Context: an optimization exercise on an open-source flow, tuned for small area and a short achievable clock period. The choices shown serve that exercise and are no tape-out recipe.
At most, simulation tests tie the RTL to the original design; equivalence was not proved.
No driver is modelled on the clock port, so clock power and skew are understated where the tree is cut down; a real chip needs a root buffer or a tree.
Power figures rest on the tool's default switching activity, not on a simulated workload.

## Router_Top_Level_1x3
module Router_Top_Level_1x3(clock,resetn,read_enb_0,read_enb_1,read_enb_2,data_in,pkt_valid,data_out_0,data_out_1,data_out_2,valid_out_0,valid_out_1,valid_out_2,error,busy);
==> module FIFO_Read_Mux, before the edit <==
module FIFO_Read_Mux(input [127:0] d, input [3:0] sel, output [7:0] q);
wire [15:0] s;
FIFO_Dec16 dec(.a(sel), .y(s));
genvar b;
generate
    for (b = 0; b < 8; b = b + 1) begin : bit_
        wire [5:0] n;
        FIFO_AOI222 g0(.a1(s[0]),  .a2(d[8*0+b]),  .b1(s[1]),  .b2(d[8*1+b]),  .c1(s[2]),  .c2(d[8*2+b]),  .y(n[0]));
        FIFO_AOI222 g1(.a1(s[3]),  .a2(d[8*3+b]),  .b1(s[4]),  .b2(d[8*4+b]),  .c1(s[5]),  .c2(d[8*5+b]),  .y(n[1]));
        FIFO_AOI222 g2(.a1(s[6]),  .a2(d[8*6+b]),  .b1(s[7]),  .b2(d[8*7+b]),  .c1(s[8]),  .c2(d[8*8+b]),  .y(n[2]));
        FIFO_AOI222 g3(.a1(s[9]),  .a2(d[8*9+b]),  .b1(s[10]), .b2(d[8*10+b]), .c1(s[11]), .c2(d[8*11+b]), .y(n[3]));
        FIFO_AOI222 g4(.a1(s[12]), .a2(d[8*12+b]), .b1(s[13]), .b2(d[8*13+b]), .c1(s[14]), .c2(d[8*14+b]), .y(n[4]));
        assign n[5] = !(s[15] && d[8*15+b]);
        assign q[b] = !(&n);
    end
endgenerate
endmodule
==> module FIFO_Dec16, before the edit <==
module FIFO_Dec16(input [3:0] a, output [15:0] y);
wire [3:0] lo_n, hi_n;
FIFO_Dec4n dec_lo(.a(a[1:0]), .y_n(lo_n));
FIFO_Dec4n dec_hi(.a(a[3:2]), .y_n(hi_n));
genvar k;
generate
    for (k = 0; k < 16; k = k + 1) begin : out_
        assign y[k] = !(lo_n[k % 4] || hi_n[k / 4]);
    end
endgenerate
endmodule
==> module FIFO_Dec4n, before the edit <==
module FIFO_Dec4n(input [1:0] a, output [3:0] y_n);
assign y_n = ~(4'd1 << a);
endmodule
==> module FIFO_AOI222, before the edit <==
module FIFO_AOI222(input a1, a2, b1, b2, c1, c2, output y);
assign y = !((a1 && a2) || (b1 && b2) || (c1 && c2));
endmodule
Settings: LEC_CHECK=0, CAP_MARGIN=20, CORE_MARGIN=2, CORE_UTILIZATION=55, PLACE_DENSITY=0.65, SETUP_SLACK_MARGIN=3.25, SLEW_MARGIN=20, SYNTH_HIERARCHICAL=1, SYNTH_MINIMUM_KEEP_SIZE=0; clock period 5.0 ns.
standard.sh (not shown) runs the stock make flow with config.mk's settings and CLKGATE_MAP_FILE= SYNTH_SCRIPT=/design/flow/synth_recipe.tcl, a recipe that flattens the netlist after the stock synthesis.
==> flow/flow/run.sh <==
#!/bin/bash
# Standard ORFS layout, except that the clock tree is a hand-built two-level
# inverter tree (flow/cts_hook.tcl) instead of TritonCTS's buffer H-tree, and
# the port buffers start as buf_4 instead of the smallest buffer.
set -euo pipefail
work=$(pwd)
bash standard.sh PRE_CTS_TCL="$work/flow/cts_hook.tcl" \
  BUFFER_PORTS_ARGS="-buffer_cell sky130_fd_sc_hd__buf_4" finish > "$work/standard.log" 2>&1
Other scripts of this flow, unchanged in this note and not shown: flow/flow/cts_hook.tcl
Next try:
--- a/flow/design.v
+++ b/flow/design.v
@@ -40,40 +40,9 @@
     full  <= full_next;
 end
 endmodule
 module FIFO_Read_Mux(input [127:0] d, input [3:0] sel, output [7:0] q);
-wire [15:0] s;
-FIFO_Dec16 dec(.a(sel), .y(s));
-genvar b;
-generate
-    for (b = 0; b < 8; b = b + 1) begin : bit_
-        wire [5:0] n;
-        FIFO_AOI222 g0(.a1(s[0]),  .a2(d[8*0+b]),  .b1(s[1]),  .b2(d[8*1+b]),  .c1(s[2]),  .c2(d[8*2+b]),  .y(n[0]));
-        FIFO_AOI222 g1(.a1(s[3]),  .a2(d[8*3+b]),  .b1(s[4]),  .b2(d[8*4+b]),  .c1(s[5]),  .c2(d[8*5+b]),  .y(n[1]));
-        FIFO_AOI222 g2(.a1(s[6]),  .a2(d[8*6+b]),  .b1(s[7]),  .b2(d[8*7+b]),  .c1(s[8]),  .c2(d[8*8+b]),  .y(n[2]));
-        FIFO_AOI222 g3(.a1(s[9]),  .a2(d[8*9+b]),  .b1(s[10]), .b2(d[8*10+b]), .c1(s[11]), .c2(d[8*11+b]), .y(n[3]));
-        FIFO_AOI222 g4(.a1(s[12]), .a2(d[8*12+b]), .b1(s[13]), .b2(d[8*13+b]), .c1(s[14]), .c2(d[8*14+b]), .y(n[4]));
-        assign n[5] = !(s[15] && d[8*15+b]);
-        assign q[b] = !(&n);
-    end
-endgenerate
-endmodule
-module FIFO_Dec16(input [3:0] a, output [15:0] y);
-wire [3:0] lo_n, hi_n;
-FIFO_Dec4n dec_lo(.a(a[1:0]), .y_n(lo_n));
-FIFO_Dec4n dec_hi(.a(a[3:2]), .y_n(hi_n));
-genvar k;
-generate
-    for (k = 0; k < 16; k = k + 1) begin : out_
-        assign y[k] = !(lo_n[k % 4] || hi_n[k / 4]);
-    end
-endgenerate
-endmodule
-module FIFO_Dec4n(input [1:0] a, output [3:0] y_n);
-assign y_n = ~(4'd1 << a);
-endmodule
-module FIFO_AOI222(input a1, a2, b1, b2, c1, c2, output y);
-assign y = !((a1 && a2) || (b1 && b2) || (c1 && c2));
+assign q = d[8*sel +: 8];
 endmodule
 module FIFO_Pick4(input clr, input sel, input [3:0] a, input [3:0] b, output [3:0] q);
 assign q = clr ? 4'd0 : sel ? a : b;
 endmodule
Effect: The new run completed without violations. Fmax is higher by 9.5%. Final area grows by 3.9%. Combinational power went up by about 10%. First-iteration DRC count decreases by 50%. Critical path depth shrinks by 6. Worst setup slack improved by 160 ps. Power is about the same. Sequential cell count is unchanged. Register-to-register slack gains 180 ps. Via count came out lower by 8.3%. Sequential share of layout area fell by 2.7 points. Core utilization fell by 1.5 points. Global-route usage shrinks by 3.0 points.
The RTL of the first run of this note was laid out without a check of its function. In every run of this note, the design's own scripts or RTL, not TritonCTS, make the clock network.

==> re-timing with driven ports <==
The results above use ideal ports. As a check the final layouts listed here were re-extracted and re-timed, cells and wires unchanged. Step 1: set_driving_cell puts a clkbuf_16 on clock and a buf_2 on each other input, an assumption about the parent block. Step 2 also shifts input and output timing later by t, the mid clock arrival at the registers, as if the neighbouring blocks saw the same clock. Slacks: ideal ports / drivers / drivers and shift; pairs: ideal ports / drivers.
| run | t, ns | setup WS [ns] | clock arrival spread, ns |
|---|---|---|---|
| the first run | 0.425 | 3.111 / 3.046 / 2.994 | 0.024 / 0.025 |
| the second run | 0.419 | 3.276 / 3.045 / 3.094 | 0.020 / 0.021 |
After both steps every run listed still meets setup and hold. For the second run, which loses most, drivers alone change the setup slack by -0.231 ns; drivers and shift together by -0.182 ns.
